This design comes from an exercise in tuning for small area on the open sky130 flow, not from production work. The RTL was checked by simulation tests, not by an equivalence proof against the original design. Power figures rest on the tool's default switching activity, not on a simulated workload.

Design filtering, start of the top module:
module filtering(
input clock,
input reset,
input [3:0]sel_module,
input [23:0] rgb_C,
input [7:0] gray_center,
input [7:0] gray_up,
input [7:0] gray_down,
input [7:0] gray_right,
input [7:0] gray_right_down,
input [7:0] gray_right_up,
input [7:0] gray_left,
input [7:0] gray_left_down,
input [7:0] gray_left_up,
input [10:0] Hcount_in,
input [10:0] Vcount_in,
output reg [3:0] red,
output reg [3:0] green,
output reg [3:0] blue,
output reg [10:0] hc,
output reg [10:0] vc,
input Nblank
);
    reg [7:0]  tred, tgreen, tblue;
    reg [3:0]  n_r, n_g, n_b;
    reg        fr, fg, fb, s;
    wire [7:0] red_o   = {s ? n_g : {4{fr}}, fr ? 4'hF : n_r};
    wire [7:0] green_o = {s ? n_g : {4{fg}}, fg ? 4'hF : s ? n_r : n_g};
    wire [7:0] blue_o  = {s ? n_g : {4{fb}}, fb ? 4'hF : s ? n_r : n_b};
    reg [11:0] r;
    reg        d3, d9;    
    reg [10:0] g;
    reg [11:4] b;
    reg        b15;
    reg [11:0] r_nxt;
    reg        d3_nxt, d9_nxt;
    reg [10:0] g_nxt;
    reg [11:4] b_nxt;
    reg        b15_nxt;
    reg [3:0]  n_r_nxt, n_g_nxt, n_b_nxt;
    reg        fr_nxt, fg_nxt, fb_nxt, s_nxt;
    reg [7:0]  conv;
    reg [3:0]  red_nxt, green_nxt, blue_nxt;
    wire [7:0] C  = gray_center;
    wire [7:0] U  = gray_up;
    wire [7:0] D  = gray_down;
    wire [7:0] L  = gray_left;
    wire [7:0] R  = gray_right;
    wire [7:0] LU = gray_left_up;
    wire [7:0] RU = gray_right_up;
    wire [7:0] LD = gray_left_down;
    wire [7:0] RD = gray_right_down;
    always @(posedge clock) begin
        vc <= Vcount_in;
        hc <= Hcount_in;
    end
    wire [3:0] sel = sel_module;
    wire m8  = (sel == 4'd8);
    wire m9  = (sel == 4'd9);
    wire m10 = (sel == 4'd10);
    wire m11 = (sel == 4'd11);
    wire m12 = (sel == 4'd12);
    wire m13 = (sel == 4'd13);
    wire m14 = (sel == 4'd14);
    wire m15 = (sel == 4'd15);
    function [8:0] slot;
        input [7:0] x;
        input       one, two, neg;
        begin
            slot = ({9{one}} & {1'b0, x}) | ({9{two}} & {x, 1'b0});
            slot = slot ^ {9{neg}};
        end
    endfunction
    wire m1 = (sel == 4'd1);
    wire m2 = (sel == 4'd2);
    wire m3 = (sel == 4'd3);
    wire [8:0] oL  = slot(L,  m8 | m12 | m10 | m13,       m9 | m15,        m9 | m12) | ({9{m3}} & {3'b0, tred[7:2]});
  ...
export LEC_CHECK = 0
export ABC_AREA = 1
export CAP_MARGIN = 5
export CORE_MARGIN = 2
export CORE_UTILIZATION = 40
export GPL_TIMING_DRIVEN = 0
export SLEW_MARGIN = 5
create_clock -name core_clock -period 13.0 [get_ports {clock}]
standard.sh (not shown) runs the stock make flow with config.mk's settings and CLKGATE_MAP_FILE= SYNTH_SCRIPT=/design/flow/synth_recipe.tcl, a recipe that flattens the netlist after the stock synthesis.
==> flow/flow/run.sh <==
#!/bin/bash
# The standard layout with these changes:
#  - after the standard synthesis, the combinational logic between the
#    registers and full-adder cells is re-mapped by ABC for area (resyn.ys,
#    with sixteen random seeds of &deepsyn); the registers, the full-adder
#    cells and the names of the registers stay;
#  - flow/faopt.py flips the polarity of full-adder cells to drop inverters
#    that extract_fa leaves between them;
#  - flow/nlcmp.py checks the result against the standard netlist by random
#    simulation and checks that every register is kept and still read; on
#    any failure that candidate is dropped; the smallest one left is used,
#    or the standard netlist if none is left;
#  - plain buf_1 cells as the port buffers;
#  - a clock tree of clkbuf_8 cells (up to 24 sinks each) under a
#    clkbuf_16 root, no dummy loads.
set -euo pipefail
export BUFFER_PORTS_ARGS="-buffer_cell sky130_fd_sc_hd__buf_1"
export CTS_ARGS="-sink_clustering_enable -repair_clock_nets -dont_use_dummy_load -root_buf sky130_fd_sc_hd__clkbuf_16 -buf_list sky130_fd_sc_hd__clkbuf_8 -sink_clustering_size 24"
R=$PWD/orfs/results/$FLOW_PLATFORM/filtering/base
LIB=$FLOW_HOME/platforms/sky130hd/lib/sky130_fd_sc_hd__tt_025C_1v80.lib
bash standard.sh synth > flow_synth.log 2>&1
cp $R/1_2_yosys.v $R/1_2_yosys.std.v
cat > $PWD/resyn.ys <<E2
read_liberty -ignore_miss_func $LIB
blackbox sky130_fd_sc_hd__fa_1 sky130_fd_sc_hd__dfxtp_1 sky130_fd_sc_hd__conb_1
read_verilog $R/1_2_yosys.std.v
hierarchy -top $FLOW_TOP
flatten
opt_clean
techmap
opt_expr
opt_clean
abc -liberty $LIB -dont_use *clkdly* -dont_use *dlygate* -dont_use *probe* -dont_use *lpflow* -script $PWD/area_SEED.abc
opt_clean -purge
rename -hide w:*.*
opt_clean -purge
write_verilog -noattr -noexpr $R/1_2_yosys.rs_SEED.v
E2
NB=$(grep -c dfxtp_1 $R/1_2_yosys.std.v)
# one re-mapping per random seed of ABC's &deepsyn, in parallel; each result
# must pass the checks, and the smallest one is used
resyn_one() {
  S=$1
  printf 'strash\n&get -n\n&deepsyn -T 60 -S %d\n&put\ndch -f\nmap -a\nmfs2 -a\nstrash\ndch -f\nmap -a\nmfs2 -a\nstrash\ndch -f\nmap -a\n' $S > $PWD/area_$S.abc
  sed "s/SEED/$S/g" $PWD/resyn.ys > $PWD/resyn_$S.ys
  yosys -s $PWD/resyn_$S.ys > resyn_$S.log 2>&1 || return 0
  python3 flow/faopt.py $R/1_2_yosys.rs_$S.v $R/1_2_yosys.opt_$S.v > faopt_$S.log 2>&1 || return 0
  NLCMP_LIB=$LIB python3 flow/nlcmp.py $R/1_2_yosys.std.v $R/1_2_yosys.opt_$S.v 60 > nlcmp_$S.log 2>&1 || return 0
  if grep -q "^mismatches 0$" nlcmp_$S.log && grep -q "^registers $NB $NB unread 0 *$" nlcmp_$S.log; then
    touch ok_$S
  fi
}
for S in 1 2 3 4; do resyn_one $S & done
wait
for S in 5 6 7 8; do resyn_one $S & done
wait
for S in 9 10 11 12; do resyn_one $S & done
wait
for S in 13 14 15 16; do resyn_one $S & done
wait
CANDS=""
for S in $(seq 1 16); do
  if [ -f ok_$S ]; then CANDS="$CANDS $R/1_2_yosys.opt_$S.v"; fi
done
if [ -n "$CANDS" ]; then
  python3 flow/pick.py $LIB $R/1_2_yosys.v $CANDS > netlist_choice.log 2>&1
else
  python3 flow/faopt.py $R/1_2_yosys.std.v $R/1_2_yosys.v > faopt_std.log 2>&1 || cp $R/1_2_yosys.std.v $R/1_2_yosys.v
  echo "using the standard netlist" > netlist_choice.log
fi
rm -f $R/1_synth.odb
bash standard.sh > flow_layout.log 2>&1
Other scripts of this flow, unchanged in this note and not shown: flow/flow/faopt.py, flow/flow/nlcmp.py, flow/flow/pick.py
The baseline finished clean.
Edit:
--- a/flow/flow/run.sh
+++ b/flow/flow/run.sh
@@ -13,7 +13,7 @@
 #  - plain buf_1 cells as the port buffers;
-#  - a clock tree of clkbuf_8 cells (up to 24 sinks each) under a
-#    clkbuf_16 root, no dummy loads.
+#  - a clock tree of clkbuf_4 cells under a
+#    clkbuf_8 root, no dummy loads.
 set -euo pipefail
 export BUFFER_PORTS_ARGS="-buffer_cell sky130_fd_sc_hd__buf_1"
-export CTS_ARGS="-sink_clustering_enable -repair_clock_nets -dont_use_dummy_load -root_buf sky130_fd_sc_hd__clkbuf_16 -buf_list sky130_fd_sc_hd__clkbuf_8 -sink_clustering_size 24"
+export CTS_ARGS="-sink_clustering_enable -repair_clock_nets -dont_use_dummy_load -root_buf sky130_fd_sc_hd__clkbuf_8 -buf_list sky130_fd_sc_hd__clkbuf_4"
 R=$PWD/orfs/results/$FLOW_PLATFORM/filtering/base
=> The new run produced a clean layout. Setup slack degrades by 0.17 ns. Hold slack improves by 0.0047 ns. Cell area is lower by 1.3%. Total power is lower by 4.3%.

[afterwards: timing with drivers on the ports]
The flow's constraints put no driver on any port. The routed layouts listed below were extracted and timed again, unchanged, in two steps. Step 1, drivers: a clkbuf_16 drives clock and a buf_2 each remaining input, both assumed. Step 2, shift: input delay + t, output delay - t, t = (earliest + latest rising clock arrival at the registers) / 2. This alone moves slack from input paths to output paths. a / b / c = ideal / step 1 / step 2; a / b = the first two.
run	t (ns)	setup slack, ns	hold WS [ns]	clock arrival spread, ns	worst register clock-pin slew, ns
the first run	0.394	0.477 / 0.497 / 0.103	0.475 / 0.475 / 0.475	0.029 / 0.030	0.08 / 0.08
the second run	0.415	0.309 / 0.325 / -0.090	0.479 / 0.479 / 0.479	0.039 / 0.039	0.11 / 0.11
Met with ideal ports but missed after step 2: setup timing in the second run. For the second run, which loses most, drivers alone change the setup slack by +0.016 ns; drivers and shift together by -0.399 ns.
